This design comes from an exercise in tuning for small area, a short achievable clock period and few clock cycles per item on the open sky130 flow, not from production work. Function was checked by simulation only, so behaviour that the tests miss may differ from the original.

run A:
Design aes_top, start of the top module:
module aes_top (
    input          clk,
    input          rst_n,
    input          start,
    input  [127:0] plaintext,
    input  [127:0] cipher_key,
    output [127:0] ciphertext,
    output         done
);
    reg  [15:0]  idle;      
    reg          done_q;    
    reg  [7:0]   rc;        
    reg  [127:0] r_q;       
    reg  [127:0] k_q;       
    wire [15:0]  idle_next;
    wire         done_next;
    wire [7:0]   rc_next;
    wire [127:0] kin_n, k_next, x_n, sb;
    wire [31:0]  s;
    aes_controller u_ctrl (.idle(idle), .done(done_q), .start(start), .rc(rc),
                           .idle_next(idle_next), .done_next(done_next),
                           .rc_next(rc_next));
    assign done = done_q;
    mux128_n      u_km (.s(idle), .a(k_q), .b(cipher_key), .y_n(kin_n));
    key_sbox      u_ks (.w_n(kin_n[31:0]), .s(s));
  ...
Size: ~4600 cells after synthesis, roughly 280 flip-flops.
export LEC_CHECK = 0
export ABC_AREA = 0
export CAP_MARGIN = 20
export CORE_MARGIN = 2
export CORE_UTILIZATION = 40
export CTS_CLUSTER_DIAMETER = 80
export CTS_CLUSTER_SIZE = 40
export GPL_TIMING_DRIVEN = 0
export PLACE_DENSITY = 0.8
export SETUP_SLACK_MARGIN = 1.25
export SLEW_MARGIN = 20
export SYNTH_HIERARCHICAL = 1
export SYNTH_MINIMUM_KEEP_SIZE = 0
create_clock -name core_clock -period 7.0 [get_ports {clk}]
standard.sh (not shown) runs the stock make flow with config.mk's settings and CLKGATE_MAP_FILE= SYNTH_SCRIPT=/design/flow/synth_recipe.tcl, a recipe that flattens the netlist after the stock synthesis.
==> flow/flow/run.sh <==
#!/bin/bash
# The standard layout (standard.sh) with three changes:
#  - every input and output port gets a buf_1 as its port buffer instead of
#    the default clkdlybuf4s50_1;
#  - no timing repair at floorplan (REMOVE_ABC_BUFFERS=1): its wire-load
#    estimates are pessimistic; timing is repaired after placement instead;
#  - clock tree synthesis without dummy loads.
set -euo pipefail
bash standard.sh "BUFFER_PORTS_ARGS=-buffer_cell sky130_fd_sc_hd__buf_1" \
  REMOVE_ABC_BUFFERS=1 \
  "CTS_ARGS=-sink_clustering_enable -repair_clock_nets -sink_clustering_size 40 -sink_clustering_max_diameter 80 -dont_use_dummy_load" \
  finish > layout.log 2>&1
Testbench counts of run A, summed over its fixed seeds: cycles 5,632, blocks 512.
Changes in run B relative to run A:
# run A
export LEC_CHECK = 0
export ABC_AREA = 0
export CAP_MARGIN = 20
export CORE_MARGIN = 2
export CORE_UTILIZATION = 40
export CTS_CLUSTER_DIAMETER = 80
export CTS_CLUSTER_SIZE = 40
export GPL_TIMING_DRIVEN = 0
export PLACE_DENSITY = 0.8
export SETUP_SLACK_MARGIN = 1.25
export SLEW_MARGIN = 20
export SYNTH_HIERARCHICAL = 1
export SYNTH_MINIMUM_KEEP_SIZE = 0
create_clock -name core_clock -period 7.0 [get_ports {clk}]
# run B
export LEC_CHECK = 0
export ABC_AREA = 0
export CAP_MARGIN = 20
export CORE_MARGIN = 2
export CORE_UTILIZATION = 55
export PLACE_DENSITY = 0.8
export SETUP_SLACK_MARGIN = 1.25
export SLEW_MARGIN = 20
export SYNTH_HIERARCHICAL = 1
export SYNTH_MINIMUM_KEEP_SIZE = 0
create_clock -name core_clock -period 7.0 [get_ports {clk}]
==> flow/flow/run.sh <==
#!/bin/bash
# The standard layout (standard.sh) with two changes:
#  - every input and output port gets a buf_1 as its port buffer instead of
#    the default clkdlybuf4s50_1;
#  - no timing repair at floorplan (REMOVE_ABC_BUFFERS=1): its wire-load
#    estimates are pessimistic; timing is repaired after placement instead.
set -euo pipefail
bash standard.sh "BUFFER_PORTS_ARGS=-buffer_cell sky130_fd_sc_hd__buf_1" \
  REMOVE_ABC_BUFFERS=1 finish > layout.log 2>&1
==> comparison <==
- Run B reached the end of the flow, and the finished layout is clean on the timing, DRC and antenna checks.
- For run B, the critical-path cell with the highest stage delay was dfxtp_1, unlike run A, where it was xor2_2.
- Status: smallest hold slack parity (run B, run A)
- Run B reports its category of the critical setup timing path as register to register while run A reports input port to register.
- [compare] base=run A new=run B: post-cts resize count fell 160, sequential share of layout area rose 0.49 points, horizontal extent of the die fell about 15%.
What run C does differently from run B at the input level:
# run B
export LEC_CHECK = 0
export ABC_AREA = 0
export CAP_MARGIN = 20
export CORE_MARGIN = 2
export CORE_UTILIZATION = 55
export PLACE_DENSITY = 0.8
export SETUP_SLACK_MARGIN = 1.25
export SLEW_MARGIN = 20
export SYNTH_HIERARCHICAL = 1
export SYNTH_MINIMUM_KEEP_SIZE = 0
create_clock -name core_clock -period 7.0 [get_ports {clk}]
# run C
export LEC_CHECK = 0
export ABC_AREA = 0
export CAP_MARGIN = 20
export CORE_MARGIN = 2
export CORE_UTILIZATION = 40
export PLACE_DENSITY = 0.8
export SETUP_SLACK_MARGIN = 1.25
export SLEW_MARGIN = 20
export SYNTH_HIERARCHICAL = 1
export SYNTH_MINIMUM_KEEP_SIZE = 0
create_clock -name core_clock -period 7.0 [get_ports {clk}]
diff --git a/flow/flow/run.sh b/flow/flow/run.sh
--- a/flow/flow/run.sh
+++ b/flow/flow/run.sh
@@ -8,2 +8,2 @@
 bash standard.sh "BUFFER_PORTS_ARGS=-buffer_cell sky130_fd_sc_hd__buf_1" \
-  REMOVE_ABC_BUFFERS=1 finish > layout.log 2>&1
+  REMOVE_ABC_BUFFERS=1 RECOVER_POWER=100 finish > layout.log 2>&1
Notes after the runs:
[run C] flow finished | final checks: failed | reasons: capacitance limit, slew limit. Run B vs run C, launching instance or port of the critical path: r_q[83] vs cipher_key[22]. Taking run B as the reference, in run C total global-route track usage now sits lower, sequential share of layout area comparable, worst hold slack after final layout decreased 3.0 ps, post-layout instance area has remained practically unchanged.
Changes in run D relative to run C:
# run C
export LEC_CHECK = 0
export ABC_AREA = 0
export CAP_MARGIN = 20
export CORE_MARGIN = 2
export CORE_UTILIZATION = 40
export PLACE_DENSITY = 0.8
export SETUP_SLACK_MARGIN = 1.25
export SLEW_MARGIN = 20
export SYNTH_HIERARCHICAL = 1
export SYNTH_MINIMUM_KEEP_SIZE = 0
create_clock -name core_clock -period 7.0 [get_ports {clk}]
# run D
export LEC_CHECK = 0
export ABC_AREA = 0
export CAP_MARGIN = 20
export CORE_MARGIN = 2
export CORE_UTILIZATION = 40
export CTS_CLUSTER_DIAMETER = 80
export CTS_CLUSTER_SIZE = 40
export PLACE_DENSITY = 0.8
export SETUP_SLACK_MARGIN = 1.0
export SLEW_MARGIN = 20
export SYNTH_HIERARCHICAL = 1
export SYNTH_MINIMUM_KEEP_SIZE = 0
create_clock -name core_clock -period 7.0 [get_ports {clk}]
==> flow/flow/run.sh <==
#!/bin/bash
# The standard layout (standard.sh) with three changes:
#  - every input and output port gets a buf_1 as its port buffer instead of
#    the default clkdlybuf4s50_1;
#  - no timing repair at floorplan (REMOVE_ABC_BUFFERS=1): its wire-load
#    estimates are pessimistic; timing is repaired after placement instead;
#  - clock tree synthesis without dummy loads.
set -euo pipefail
bash standard.sh "BUFFER_PORTS_ARGS=-buffer_cell sky130_fd_sc_hd__buf_1" \
  REMOVE_ABC_BUFFERS=1 \
  "CTS_ARGS=-sink_clustering_enable -repair_clock_nets -sink_clustering_size 40 -sink_clustering_max_diameter 80 -dont_use_dummy_load" \
  finish > layout.log 2>&1
--- outcome ---
Final cell area: run D below run C
Summary of the comparison: final critical-path share of the clock period is lower in run D, relative to run C.
Diff run C -> run D | clock period minus worst slack | decrease of 420 ps
Core utilization: run D lower than run C
Combined flip-flop and latch cell area delta (run C -> run D): insignificant
Run D: flow completed, timing, DRC and antenna clean
Run D vs run C, logic depth of the worst path, buffers included went down by 1.
The clock-buffer cell count in run C is 1.7 times that in run D.
Compared run D vs run C, and depth of the most critical reg-to-reg path is up in run D.

what the ideal ports hide:
No port has a modelled driver above. Below, the same layouts with a new extraction and two added sets of constraints.
Step 1, drivers: a clkbuf_16 drives clk and a buf_2 each remaining input, both assumed.
Step 2 moves the port delays by t, midway between the first and last clock arrival at a register: inputs arrive t later, outputs are due t later. That takes back most of the time a late clock gives input paths.
Slacks: ideal / step 1 / step 2; pairs: ideal / step 1.
| run | t (ns) | setup slack, ns | hold slack, ns | worst setup path after step 2 | worst slew at a driven data input, ns |
|---|---|---|---|---|---|
| run A | 0.631 | 1.268 / 1.315 / 0.684 | 0.576 / 0.576 / 0.576 | input to register | 0.13 |
| run B | 0.615 | 1.334 / 1.334 / 0.801 | 0.577 / 0.577 / 0.577 | input to register | 0.15 |
| run C | 0.630 | 0.805 / 0.850 / 0.220 | 0.574 / 0.574 / 0.574 | input to register | 0.13 |
| run D | 0.620 | 1.223 / 1.223 / 0.712 | 0.580 / 0.580 / 0.580 | input to register | 0.12 |
The setup slack of run C, which loses most, moves by +0.045 ns with the drivers and by -0.585 ns with both steps.
